Context: an optimization exercise on an open-source flow, tuned for small area. The choices shown serve that exercise and are no tape-out recipe. In this exercise RTL edits were held to simulation tests only and were not proved equivalent to the original. Power is estimated from default activity; no workload was simulated.

==> flow/design.v <==
module UART_rx(clk, rst_n, rdy, cmd, RX, clr_rdy);
input clk, rst_n;
input clr_rdy, RX;
output logic rdy;
output logic [7:0] cmd;
logic [3:0] bit_cnt;
logic [6:0] baud_cnt;
logic [8:0] rx_shift_reg;
reg rx_ff1, rx_ff2;
logic start, set_rx_rdy, receiving;
wire shift;
typedef enum reg {IDLE, RXING} state_t;
state_t state, next_state;
always_ff @(posedge clk, negedge rst_n) begin
	if(!rst_n) 
		bit_cnt <= 0;
	else if(start) 
		bit_cnt <= 0;
	else if(shift) 
		bit_cnt <= bit_cnt + 1;
end
always_ff @(posedge clk, negedge rst_n) begin
	if(!rst_n)
		baud_cnt <= 7'h4a;  
	else if(start) 
		baud_cnt <= 7'h4a;  
	else if(shift)
		baud_cnt <= 7'h13;  
	else if (receiving) 
		baud_cnt <= baud_cnt + 1;
end
always_ff @(posedge clk) begin
	if(shift)
		rx_shift_reg <= {RX, rx_shift_reg[8:1]};
end
always @(posedge clk, negedge rst_n) begin
	if(!rst_n)
		rdy <= 0;
	else if(start || clr_rdy)
		rdy <= 0;
	else if(set_rx_rdy)
		rdy <= 1;
end
always_ff @(posedge clk, negedge rst_n) begin
	if(!rst_n) begin
		rx_ff1 <= 1;
		rx_ff2 <= 1;
	end
	else begin
		rx_ff1 <= RX;
		rx_ff2 <= rx_ff1;
	end
end
assign shift = &baud_cnt;
assign cmd = rx_shift_reg[7:0];
always_ff @(posedge clk, negedge rst_n) begin
	if(!rst_n) state <= IDLE;
	else state <= next_state;
end
always_comb begin
	start = 0;
	set_rx_rdy = 0;
	receiving = 0;
	next_state = IDLE;
	case(state)
		IDLE:
			if(!rx_ff2) begin
				start = 1;
				next_state = RXING;
			end
			else
				next_state = IDLE;
		default: begin
			if(bit_cnt == 10) begin
				set_rx_rdy = 1;
				next_state = IDLE;
			end
			else
				next_state = RXING;
			receiving = 1;
		end
	endcase
end
endmodule
module UART_tx(clk, rst_n, trmt, tx_data, TX, tx_done);
input clk, rst_n;
input trmt;
input [7:0] tx_data;
output logic TX, tx_done;
logic [3:0] bit_cnt;
logic [6:0] baud_cnt;
logic [9:0] tx_shift_reg;
typedef enum reg {IDLE, TXING} state_t;
state_t state, next_state;
logic load, shift, transmitting, set_done, clr_done;
always_ff @(posedge clk, negedge rst_n) begin
	if(!rst_n)
		bit_cnt <= 0;
	else if(load) 
		bit_cnt <= 0;
	else if(shift) 
		bit_cnt <= bit_cnt + 1;
end
always_ff @(posedge clk, negedge rst_n) begin
	if(!rst_n)
		baud_cnt <= 0;
	else if(load | shift) 
		baud_cnt <= 0;
	else if(transmitting) 
		baud_cnt <= baud_cnt + 1;
end
always_ff @(posedge clk, negedge rst_n) begin
	if(!rst_n) 
		tx_shift_reg <= 10'h3ff;
	else if(load) 
		tx_shift_reg <= {1'b1, tx_data, 1'b0};
	else if(shift) 
		tx_shift_reg <= {1'b1, tx_shift_reg[9:1]}; 
end
assign shift = (baud_cnt == 108) ? 1 : 0;
assign TX = tx_shift_reg[0];
always_ff @(posedge clk, negedge rst_n) begin
	if(!rst_n) 
		state <= IDLE;
	else 
		state <= next_state;
end
always_comb begin
	load = 0;
	transmitting = 0;
	set_done = 0;
	clr_done = 0;
	next_state = IDLE;
	case(state)
		IDLE:
			if(!trmt) begin
				set_done = 1;
				next_state = IDLE;
			end
			else begin
				load = 1;
				transmitting = 1;
				clr_done = 1;
				next_state = TXING;
			end
		default: begin
			if(bit_cnt == 10) begin
				transmitting = 0;
				set_done = 1;
				next_state = IDLE;
			end
			else begin
				transmitting = 1;
				next_state = TXING;
			end
		end
	endcase
end
always_ff @(posedge clk, negedge rst_n) begin
	if(!rst_n) tx_done <= 0;
	else tx_done <= set_done & ~clr_done; 
end
endmodule
module UART(clk, rst_n, TX, trmt, tx_data, tx_done, RX, rdy, rx_data, clr_rdy);
input clk, rst_n;
input trmt, clr_rdy;
input [7:0] tx_data;
output TX;
output [7:0] rx_data;
input RX;
output tx_done, rdy;
UART_rx RXmodule(.clk(clk), .rst_n(rst_n), .rdy(rdy), .cmd(rx_data), .RX(RX), .clr_rdy(clr_rdy));
UART_tx TXmodule(.clk(clk), .rst_n(rst_n), .trmt(trmt), .tx_data(tx_data), .TX(TX), .tx_done(tx_done));
endmodule
module UART_wrapper(clk, rst_n , resp, send_resp, clr_cmd_rdy, RX, TX, resp_sent, cmd_rdy, cmd);
input clk, rst_n;
input [7:0] resp; 
input send_resp, clr_cmd_rdy;
input RX;
logic byte_rdy;					 
logic clr_rdy; 					 
logic byte_sel;					 
logic set_cmd_rdy;			 
logic [7:0] high_byte;	 
logic [7:0] low_byte;		 
output TX;
output resp_sent;
output reg cmd_rdy;
output [15:0] cmd;
UART UART_8bit(.clk(clk), .rst_n(rst_n), .TX(TX), .trmt(send_resp), .tx_data(resp), 
	.tx_done(resp_sent), .RX(RX), .rdy(byte_rdy), .rx_data(low_byte), .clr_rdy(clr_rdy));
always_ff @(posedge clk, negedge rst_n) begin
	if(!rst_n) 
		high_byte <= 0;
	else if(byte_sel) 
		high_byte <= low_byte;
end
always_ff @(posedge clk, negedge rst_n) begin
	if(!rst_n)
		cmd_rdy <= 0;
	else if(clr_cmd_rdy)
		cmd_rdy <= 0;
	else if(set_cmd_rdy)
		cmd_rdy <= 1;
end
assign cmd = {high_byte[7:0], low_byte[7:0]};
typedef enum reg [1:0] {HIGH_BYTE, LOW_BYTE, DONE} state_t;
state_t state, next_state;
always_ff @(posedge clk, negedge rst_n) begin
	if(!rst_n)
		state <= HIGH_BYTE;
	else
		state <= next_state;
end
always_comb begin 
	byte_sel = 0;
	clr_rdy = 0;
	set_cmd_rdy = 0;
	case(state)
		HIGH_BYTE:
			if(byte_rdy) begin
				byte_sel = 1;
				clr_rdy = 1;
				next_state = LOW_BYTE;
			end
			else begin
				next_state = HIGH_BYTE;
			end
		LOW_BYTE:
			if(byte_rdy) begin
				set_cmd_rdy = 1;
				next_state = DONE;
			end
			else
				next_state = LOW_BYTE;
		default:
			if(clr_cmd_rdy) begin
				clr_rdy = 1;
				next_state = HIGH_BYTE;
			end
			else begin
				set_cmd_rdy = 1;
				next_state = DONE;
			end
	endcase
end
endmodule
module cmd_cfg(	clk, rst_n, cmd, cmd_rdy, resp_sent, set_capture_done,
				rdataCH1, rdataCH2, rdataCH3, rdataCH4, rdataCH5,
				addr_ptr, ram_addr, decimator,
				TrigCfg, CH1TrigCfg, CH2TrigCfg, CH3TrigCfg, CH4TrigCfg, CH5TrigCfg,
				VIH, VIL, matchH, matchL, maskH, maskL, baud_cntH, baud_cntL,
				trig_posH, trig_posL,
				resp, send_resp, clr_cmd_rdy); 
	parameter ENTRIES = 384, LOG2 = 9;	
	localparam RD = 2'b00;
	localparam WR = 2'b01;
	localparam DMP = 2'b10;
	input clk, rst_n; 				 
	input [15:0] cmd; 				 
	input cmd_rdy; 					 
	input resp_sent; 				 
	input set_capture_done; 		 
	input [7:0] rdataCH1, rdataCH2, rdataCH3, rdataCH4, rdataCH5;
	input logic [LOG2-1:0] ram_addr; 
	output logic [LOG2-1:0] addr_ptr;
	output logic [5:0] TrigCfg;
	output logic [4:0] CH1TrigCfg, CH2TrigCfg, CH3TrigCfg, CH4TrigCfg, CH5TrigCfg;
	output logic [3:0] decimator;
	output logic [7:0] VIH, VIL;
	output logic [7:0] matchH, matchL;
	output logic [7:0] maskH, maskL;
	output logic [7:0] baud_cntH, baud_cntL;
	output logic [LOG2-1:0] trig_posH, trig_posL;
	output logic [7:0] resp; 	     
	output logic send_resp;  	     
	output logic clr_cmd_rdy;	     
	logic [LOG2-1:0] start_addr;	 
	logic [7:0] response; 			 
	logic start_dump;	        	 
	logic wrt_reg;               	 
	logic inc_addr;					 
	logic rd_done;					 
	logic [1:0] op;  				 
	assign op = cmd[15:14];
	logic [5:0] addr; 				 
	assign addr = cmd[13:8];
	logic [2:0] dmp_chnnl; 			 
	assign dmp_chnnl = cmd[10:8];
	logic [7:0] data; 				 
	assign data = cmd[7:0];
	always_ff @ (posedge clk, negedge rst_n) begin
		if (!rst_n)
			TrigCfg <= 6'h03;
		else if (set_capture_done)
			TrigCfg[5] <= 1'b1;
		else if (wrt_reg && addr == 6'h00)
			TrigCfg <= data[5:0];
	end
	always_ff @ (posedge clk, negedge rst_n) begin
		if (!rst_n)		
			CH1TrigCfg <= 5'h01;
		else if (wrt_reg && addr == 6'h01)
			CH1TrigCfg <= data[4:0];
	end
	always_ff @ (posedge clk, negedge rst_n) begin
		if (!rst_n)		
			CH2TrigCfg <= 5'h01;
		else if (wrt_reg && addr == 6'h02)
			CH2TrigCfg <= data[4:0];
	end
	always_ff @ (posedge clk, negedge rst_n) begin
		if (!rst_n)		
			CH3TrigCfg <= 5'h01;
		else if (wrt_reg && addr == 6'h03)
			CH3TrigCfg <= data[4:0];
	end
	always_ff @ (posedge clk, negedge rst_n) begin
		if (!rst_n)		
			CH4TrigCfg <= 5'h01;
		else if (wrt_reg && addr == 6'h04)
			CH4TrigCfg <= data[4:0];
	end	
	always_ff @ (posedge clk, negedge rst_n) begin
		if (!rst_n)		
			CH5TrigCfg <= 5'h01;
		else if (wrt_reg && addr == 6'h05)
			CH5TrigCfg <= data[4:0];	
	end
	always_ff @ (posedge clk, negedge rst_n) begin
		if (!rst_n)	
			decimator <= 4'h0;
		else if (wrt_reg && addr == 6'h06)
			decimator <= data[3:0];
	end
	always_ff @ (posedge clk, negedge rst_n) begin
		if (!rst_n)		
			VIH <= 8'hAA;
		else if (wrt_reg && addr == 6'h07)
			VIH <= data;
	end
	always_ff @ (posedge clk, negedge rst_n) begin
		if (!rst_n)		
			VIL <= 8'h55;
		else if (wrt_reg && addr == 6'h08)
			VIL <= data;
	end
	always_ff @ (posedge clk, negedge rst_n) begin
		if (!rst_n)		
			matchH <= 8'h00;
		else if (wrt_reg && addr == 6'h09)
			matchH <= data;
	end
	always_ff @ (posedge clk, negedge rst_n) begin
		if (!rst_n)		
			matchL <= 8'h00;
		else if (wrt_reg && addr == 6'h0A)
			matchL <= data;
	end
	always_ff @ (posedge clk, negedge rst_n) begin
		if (!rst_n)		
			maskH <= 8'h00;
		else if (wrt_reg && addr == 6'h0B)
			maskH <= data;	
	end
	always_ff @ (posedge clk, negedge rst_n) begin
		if (!rst_n)		
			maskL <= 8'h00;
		else if (wrt_reg && addr == 6'h0C)
			maskL <= data;
	end
	always_ff @ (posedge clk, negedge rst_n) begin
		if (!rst_n)		
			baud_cntH <= 8'h06;
		else if (wrt_reg && addr == 6'h0D)
			baud_cntH <= data;
	end
	always_ff @ (posedge clk, negedge rst_n) begin
		if (!rst_n)		
			baud_cntL <= 8'hC8;
		else if (wrt_reg && addr == 6'h0E)
			baud_cntL <= data;
	end	
	always_ff @ (posedge clk, negedge rst_n) begin
		if(!rst_n)
			trig_posH <= 8'h00;
		else if (wrt_reg && addr == 6'h0F)
			trig_posH <= data;
	end
	always_ff @ (posedge clk, negedge rst_n) begin
		if(!rst_n)
			trig_posL <= 8'h01;	
		else if (wrt_reg && addr == 6'h10)
			trig_posL <= data;	
	end
	assign resp = response;
	always_ff @(posedge clk, negedge rst_n) begin
		if(!rst_n)
			start_addr <= 0;
		else if(start_dump)
			start_addr <= ram_addr;
	end
	always_ff @(posedge clk, negedge rst_n) begin
		if(!rst_n) 
			addr_ptr <= 0;
		else if(start_dump) 
			addr_ptr <= (ram_addr == ENTRIES - 1) ? 0 : ram_addr + 1;
		else if(inc_addr) 
			addr_ptr <= (addr_ptr == ENTRIES - 1) ? 0 : addr_ptr + 1; 
	end
	assign rd_done = ((addr_ptr == start_addr) && resp_sent);
	typedef enum reg [2:0] {IDLE, RESPOND, DUMP, DUMPING, LAST_DUMP} state_t;
	state_t state, nxt_state;
	always_ff @ (posedge clk, negedge rst_n) begin
		if(!rst_n)
			state <= IDLE;
		else
			state <= nxt_state;
	end
	always_comb begin
		wrt_reg = 0;		 
		send_resp = 0;		 
		response = 8'h00; 	 
		inc_addr = 0;		 
		clr_cmd_rdy = 0;	 
		start_dump = 0;		 
		nxt_state = IDLE;
		case(state)
			IDLE : begin
				if(cmd_rdy) begin
					case(op)
						RD: begin  
							case(addr)	
								6'h00: response = {2'b00, TrigCfg};							
								6'h01: response = {3'b000, CH1TrigCfg};
								6'h02: response = {3'b000, CH2TrigCfg};
								6'h03: response = {3'b000, CH3TrigCfg};
								6'h04: response = {3'b000, CH4TrigCfg};
								6'h05: response = {3'b000, CH5TrigCfg};		
								6'h06: response = {4'b000, decimator};
								6'h07: response = VIH;
								6'h08: response = VIL;
								6'h09: response = matchH;
								6'h0A: response = matchL;
								6'h0B: response = maskH;	
								6'h0C: response = maskL;
								6'h0D: response = baud_cntH;
								6'h0E: response = baud_cntL;
								6'h0F: response = trig_posH; 
								6'h10: response = trig_posL;
								default: response = 8'hEE;
							endcase
							nxt_state = RESPOND;	
							send_resp = 1;
						end
						WR: begin  
							wrt_reg = 1;
							if(addr <= 6'h10) begin
								response = 8'hA5; 
								nxt_state = RESPOND;
							end
							else begin
								response = 8'hEE;
								nxt_state = RESPOND;
							end
							send_resp = 1;
						end	
						DMP: begin  
							nxt_state = DUMP;
							start_dump = 1;
						end
						default: begin  
							response = 8'hEE;
							send_resp = 1;
							nxt_state = RESPOND;						
						end
					endcase  
				end  
				else begin
					nxt_state = IDLE;
				end
			end  
			RESPOND: begin
				if(resp_sent) begin 
					nxt_state = IDLE;
					clr_cmd_rdy = 1;
				end
				else 
					nxt_state = RESPOND;
			end
			DUMP: begin  
				case(dmp_chnnl)  
					3'b001: response = rdataCH1;
					3'b010: response = rdataCH2;
					3'b011: response = rdataCH3;
					3'b100: response = rdataCH4;
					default: response = rdataCH5;	 
				endcase
				inc_addr = 1;
				send_resp = 1;
				if(rd_done) begin  
					nxt_state = LAST_DUMP;
				end 
				else begin
					nxt_state = DUMPING;				
				end
			end
			DUMPING: begin  
				if (resp_sent) begin
					nxt_state = DUMP;
				end 
				else begin
					nxt_state = DUMPING; 
				end
			end
			LAST_DUMP: begin
				if(resp_sent) begin
					clr_cmd_rdy = 1;
					nxt_state = IDLE;
				end
				else
					nxt_state = LAST_DUMP;
			end
			default: begin  
				response = 8'hEE;
				send_resp = 1;
				nxt_state = IDLE;
				clr_cmd_rdy = 1;
			end
		endcase
	end
endmodule
module pwm8(clk, rst_n, duty, PWM_sig);
input clk, rst_n;
input [7:0] duty;
output reg PWM_sig;
reg [7:0] counter;
always_ff @(posedge clk, negedge rst_n)
	if(!rst_n)
		counter <= 0;
	else
		counter <= counter + 1;
always_ff @(posedge clk, negedge rst_n) begin
	if(!rst_n)
		PWM_sig <= 0;
	else if(&counter)
		PWM_sig <= 1;
	else if(counter == duty)
		PWM_sig <= 0;
end
endmodule
module dual_PWM(clk, rst_n, VIL, VIL_PWM, VIH, VIH_PWM);
input clk, rst_n;
input [7:0] VIL, VIH;
output  VIL_PWM, VIH_PWM;
pwm8 pwm_H(.PWM_sig(VIH_PWM), .clk(clk), .rst_n(rst_n), .duty(VIH));
pwm8 pwm_L(.PWM_sig(VIL_PWM), .clk(clk), .rst_n(rst_n), .duty(VIL));
endmodule
module UART_RX_trig(clk, rst_n, RX, baud_cnt, match, mask, UARTtrig);
input clk, rst_n;
input RX;
input [15:0] baud_cnt;
input [7:0] match, mask;
output logic UARTtrig;
logic [3:0] bit_cnt;
logic [15:0] baud_counter;
logic [8:0] rx_shift_reg;
logic RX_flop;
logic start, rdy, receiving;
logic shift;
always_ff @(posedge clk, negedge rst_n) begin
	if(!rst_n) RX_flop <= 0;
	else RX_flop <= RX;
end
always_ff @(posedge clk, negedge rst_n) begin
	if(!rst_n) 
		bit_cnt <= 0;
	else if(start) 
		bit_cnt <= 0;
	else if(shift) 
		bit_cnt <= bit_cnt + 1;
end
always_ff @(posedge clk, negedge rst_n) begin
	if(!rst_n)
		baud_counter <= 0;
	else if(start) 
		baud_counter <= baud_cnt >> 1;
	else if(shift)
		baud_counter <= 0; 
	else if(receiving) 
		baud_counter <= baud_counter + 1;
end
always_ff @(posedge clk) begin
	if(shift)
		rx_shift_reg <= {RX_flop, rx_shift_reg[8:1]};
end
assign shift = (baud_counter == baud_cnt) ? 1 : 0; 
always_ff @(posedge clk, negedge rst_n) begin
	if(!rst_n) UARTtrig <= 0;
	else if(rdy) UARTtrig <= ((mask[7:0] & (match[7:0] ^ rx_shift_reg[7:0])) == (match[7:0] ^ rx_shift_reg[7:0])) ? 1 : 0;
	else UARTtrig <= 0; 
end
typedef enum reg {IDLE, RXING} state_t;
state_t state, next_state;
always_ff @(posedge clk, negedge rst_n) begin
	if(!rst_n) state <= IDLE;
	else state <= next_state;
end
always_comb begin
	start = 0;
	rdy = 0;
	receiving = 0;
	next_state = IDLE;
	case(state)
		IDLE:
			if(!RX_flop) begin
				start = 1;
				next_state = RXING;
			end
			else
				next_state = IDLE;
		default: begin
			if(bit_cnt == 10) begin
				rdy = 1;
				next_state = IDLE;
			end
			else
				next_state = RXING;
			receiving = 1;
		end
	endcase
end
endmodule
module la_host_if(clk, rst_n, RX, TX, CH1L, set_capture_done, ram_addr, addr_ptr,
                  rdataCH1, rdataCH2, rdataCH3, rdataCH4, rdataCH5,
                  TrigCfg, CH1TrigCfg, CH2TrigCfg, CH3TrigCfg, CH4TrigCfg, CH5TrigCfg,
                  decimator, matchH, matchL, maskH, maskL, baud_cntH, baud_cntL,
                  trig_posH, trig_posL, VIH_PWM, VIL_PWM, UARTtrig);
	parameter ENTRIES = 384, LOG2 = 9;
	input clk, rst_n;			 
	input RX;					 
	input CH1L;					 
	input set_capture_done;		 
	input [LOG2-1:0] ram_addr;	 
	input [7:0] rdataCH1, rdataCH2, rdataCH3, rdataCH4, rdataCH5;	 
	output TX;					 
	output [LOG2-1:0] addr_ptr;	 
	output [5:0] TrigCfg;
	output [4:0] CH1TrigCfg, CH2TrigCfg, CH3TrigCfg, CH4TrigCfg, CH5TrigCfg;
	output [3:0] decimator;
	output [7:0] matchH, matchL, maskH, maskL, baud_cntH, baud_cntL;
	output [LOG2-1:0] trig_posH, trig_posL;
	output VIH_PWM, VIL_PWM;
	output UARTtrig;
	wire [15:0] cmd;
	wire cmd_rdy, clr_cmd_rdy, send_resp, resp_sent;
	wire [7:0] resp;
	wire [7:0] VIH, VIL;
	UART_wrapper iUART(.clk(clk), .rst_n(rst_n), .resp(resp), .send_resp(send_resp),
	                   .clr_cmd_rdy(clr_cmd_rdy), .RX(RX), .TX(TX), .resp_sent(resp_sent),
	                   .cmd_rdy(cmd_rdy), .cmd(cmd));
	cmd_cfg #(.ENTRIES(ENTRIES), .LOG2(LOG2)) iCMD(.clk(clk), .rst_n(rst_n), .cmd(cmd), .cmd_rdy(cmd_rdy),
	                   .resp_sent(resp_sent), .set_capture_done(set_capture_done),
	                   .rdataCH1(rdataCH1), .rdataCH2(rdataCH2), .rdataCH3(rdataCH3),
	                   .rdataCH4(rdataCH4), .rdataCH5(rdataCH5),
	                   .addr_ptr(addr_ptr), .ram_addr(ram_addr), .decimator(decimator),
	                   .TrigCfg(TrigCfg), .CH1TrigCfg(CH1TrigCfg), .CH2TrigCfg(CH2TrigCfg),
	                   .CH3TrigCfg(CH3TrigCfg), .CH4TrigCfg(CH4TrigCfg), .CH5TrigCfg(CH5TrigCfg),
	                   .VIH(VIH), .VIL(VIL), .matchH(matchH), .matchL(matchL),
	                   .maskH(maskH), .maskL(maskL), .baud_cntH(baud_cntH), .baud_cntL(baud_cntL),
	                   .trig_posH(trig_posH), .trig_posL(trig_posL),
	                   .resp(resp), .send_resp(send_resp), .clr_cmd_rdy(clr_cmd_rdy));
	dual_PWM iPWM(.clk(clk), .rst_n(rst_n), .VIL(VIL), .VIL_PWM(VIL_PWM), .VIH(VIH), .VIH_PWM(VIH_PWM));
	UART_RX_trig iUTRIG(.clk(clk), .rst_n(rst_n), .RX(CH1L), .baud_cnt({baud_cntH, baud_cntL}),
	                    .match(matchL), .mask(maskL), .UARTtrig(UARTtrig));
endmodule
==> flow/run.sh <==
#!/bin/bash
# synth_recipe.tcl (not shown) runs the flow's synth.tcl, then flattens the netlist and writes it again
# the make line also repeats each setting of config.mk as NAME=value (left out here)
make -C /OpenROAD-flow-scripts/flow DESIGN_CONFIG=/design/flow/config.mk WORK_HOME=/design/flow/orfs CLKGATE_MAP_FILE= SYNTH_SCRIPT=/design/flow/synth_recipe.tcl finish
==> flow/config.mk <==
export PLATFORM = sky130hd
export DESIGN_NAME = la_host_if
export DESIGN_NICKNAME = la_host_if
export VERILOG_FILES = /design/flow/design.v
export SDC_FILE = /design/flow/constraint.sdc
export NUM_CORES = 4
export LEC_CHECK = 0
export CAP_MARGIN = 20
export CORE_MARGIN = 2
export CORE_UTILIZATION = 40
export SLEW_MARGIN = 20
==> flow/constraint.sdc <==
create_clock -name core_clock -period 10.0 [get_ports {clk}]
set_input_delay 2.0000 -clock core_clock [delete_from_list [all_inputs] [get_ports {clk}]]
set_output_delay 2.0000 -clock core_clock [all_outputs]
set_load 0.01 [all_outputs]
==> run notes <==
[metal layers]
metal / up-vias / part of all wire
met5: - / 0
met4: 0 / 0.026
met3: 62 / 0.057
met2: 300 / 0.47
met1: 4739 / 0.44
li1: 4342 / -
[per-stage QoR]
stage	util	power, mW	setup slack, ps
floorplan	-	1.10	6910
global placement	0.473	1.16	6200
detailed placement	0.473	1.16	6150
CTS	0.503	2.19	6240
global route	0.503	2.24	6220
finish	0.503	2.16	6270
[power breakdown]
| part | total, mW | internal (mW) | leakage [nW] | switching (mW) |
|---|---|---|---|---|
| Clock | 1.03 | 0.610 | 0.456 | 0.415 |
| Sequential | 1.03 | 1.01 | 3.05 | 0.0213 |
| Combinational | 0.110 | 0.0486 | 3.15 | 0.0613 |
[layout make-up]
| class | count | area share |
|---|---|---|
| Clock buffer | 43 | 0.0548 |
| Inverter | 22 | 0.00534 |
| Clock inverter | 11 | 0.00574 |
| Multi-Input combinational cell | 785 | 0.388 |
| Sequential cell | 243 | 0.402 |
| Timing Repair Buffer | 175 | 0.112 |
| Tap cell | 396 | 0.0320 |
[cells in the mapped netlist, types with 25 or more instances]
cell,number,area share
dfrtp_1,190,0.38
mux2_2,128,0.11
nand2_1,93,0.028
nor2_1,62,0.019
o21ai_0,51,0.020
xnor2_1,45,0.031
xor2_1,42,0.029
nand3_1,37,0.015
a21oi_1,35,0.014
dfstp_2,35,0.073
clkbuf_1,27,0.0081
mux2i_1,26,0.021
a22o_1,25,0.017
[how the worst min path moves through the flow]
stage | start | to | cells after the start
after floorplan | iUART.UART_8bit.RXmodule.rx_ff1$_DFF_PN1_ | iUART.UART_8bit.RXmodule.rx_ff2$_DFF_PN1_ | 0
final | iUART.UART_8bit.RXmodule.rx_ff1$_DFF_PN1_ | iUART.UART_8bit.RXmodule.rx_ff2$_DFF_PN1_ | 0
after detailed placement | iUART.UART_8bit.RXmodule.rx_ff1$_DFF_PN1_ | iUART.UART_8bit.RXmodule.rx_ff2$_DFF_PN1_ | 0
after CTS | iUART.UART_8bit.RXmodule.rx_ff1$_DFF_PN1_ | iUART.UART_8bit.RXmodule.rx_ff2$_DFF_PN1_ | 0
after global placement | iUART.UART_8bit.RXmodule.rx_ff1$_DFF_PN1_ | iUART.UART_8bit.RXmodule.rx_ff2$_DFF_PN1_ | 0
after global routing | iUART.UART_8bit.RXmodule.rx_ff1$_DFF_PN1_ | iUART.UART_8bit.RXmodule.rx_ff2$_DFF_PN1_ | 0
[kinds of logic (layout without fill, tap and decap cells)]
group	count (synthesis)	count (layout)	synth area share
simple gates	321	321	0.145
mux	163	163	0.152
flops	243	243	0.496
fa+ha+maj	14	14	0.0140
xor+xnor	87	87	0.0608
compound gates	198	198	0.107
buf+inv	74	251	0.0255
other cells	1	2	0.000299
==> impl_metrics.tcl <==
set metrics [dict create \
    ys.flop_type "dfrtp_1" \
    setup_viol 0 \
    leakagePower_nw 6.66 \
    syn_area_per_cell_um2 11.4 \
    synthDistinctLibCells 84 \
    path_buf_inv 1 \
    drt_iter0_markers 620 \
    die_x_um 181 \
    wl_um 36300 \
    worstSetupEndpointType "output pin" \
    dp_cells 1621 \
    grt_util_met3 0.0333 \
    port_buffers 165 \
    hold_path_class "flop to flop" \
    vias_per_cell 5.64 \
    maxCapViolations 0 \
    crit_required_ps 8000 \
    fin_crit_ps 3730 \
    worstSetupStartpointType "flop" \
    clock-root-buffer "clkbuf_16" \
    clk_path_buf_depth 3 \
    grt_use_met2 0.362 \
    die_y_um 181 \
    grt_max_degree 88 \
    drive_gt1_frac 0.213 \
    wire_per_inst_um 21.6 \
    gr-usage-met1 0.310 \
    startpoint "iCMD.baud_cntH[2]$_DFFE_PN1P_" \
    seqCellArea_mm2 0.00622 \
    synth_enable_flop_cells 18 \
    ir_drop_uv 102 \
    finalHoldViolCount 0 \
    fp-row-count 64 \
    largest_reg_flops 16 \
    layout_common_cells "dfrtp_1, clkdlybuf4s50_1, mux2_2" \
    critical-path-top-delay-family "flip-flops" \
    drcViolationCount 0 \
    numClockSinks 243 \
    path_depth 1 \
    regMostFlops "iUTRIG.baud_counter" \
    firstDrtPassIters 5 \
    start_util 0.408 \
    final.fill_count 2812 \
    path_class "flop to output pin" \
    h-tree-depth 1 \
    rsz0062_at_grt "false" \
    detail-route-antenna-nets 0 \
    r2r-start "iUART.high_byte[0]$_DFFE_PN0P_" \
    r2r_setup_slack_ps 6840 \
    syn2layout_area_growth_pct 23.4 \
    core_mm2 0.0307 \
    ys_ff_latch 243 \
    dpl.hpwl_um 25500 \
    cts_setup_buffers 0 \
    path_clk_slew_ps 60 \
    final_common_cell "dfrtp_1" \
    gp_congestion 0.850 \
    ff2ff_path_depth 5 \
    fin_cells 1675 \
    antenna_found_initial 0 \
    slew_headroom 0.268 \
    tns_ps 0 \
    syn_inst 1101 \
    clock_skew_ps 12.5 \
    drv_slew 0 \
    fmax_mhz 268 \
    synth_warnings 6 \
    cts_resized 0 \
    cts_buffers 29 \
    worstReg2RegEnd "iCMD.trig_posL[5]$_DFFE_PN0P_" \
    place_area_mm2 0.0145 \
    timing.critical_path.to "baud_cntH[2]" \
    design_area_mm2 0.0155 \
    fp.dieArea_mm2 0.0328 \
    power_density_mw_per_mm2 140 \
    grt_pass1_vias 9530 \
    grt_usage 0.223 \
    cpPeakStageDelay_ps 620 \
    num_antenna_cells 0 \
    async_flop_share 0.926 \
    cp_data_arrival_time_ps 1730 \
    ios 168 \
    cp_slowest_cell "dfstp_2" \
    tightest_slew_ps 1100 \
    nets 1324 \
    clk_latency_ps 550 \
    num_vias 9443 \
    cp_cell_sequence "clkdlybuf4s50_1" \
    finalCritPeriodShare 0.373 \
    multiInputGateArea_mm2 0.00601 \
    status "complete, no violations" \
    grt-ovfl-total 0 \
    ctsHoldBuffers 0 \
    syn_area_mm2 0.0125 \
    critPathMaxFanout 5 \
    cts_tree "yes" \
    grt.busiest_layer "met2" \
    hold_ws_ps 357 \
    seq_area_frac_synth 0.496 \
    grt_pass1_wl_um 57000 \
]

[separate check: timing with driven ports]
The flow's constraints put no driver on any port. The routed layout listed below was extracted and timed again, unchanged, in two steps.
Step 1: set_driving_cell puts a clkbuf_16 on clk and a buf_2 on each other input, an assumption about the parent block.
Step 2 also shifts input and output timing later by t, the mid clock arrival at the registers, as if the neighbouring blocks saw the same clock.
Three values: ideal, step 1, step 2; two values: the first two.
t, ns: 0.597
setup slack, ns: 6.270 / 6.220 / 6.123
worst slew at a driven data input, ns: 0.06
After both steps setup and hold are still met in this run. For this run, drivers alone change the setup slack by -0.050 ns; drivers and shift together by -0.147 ns.
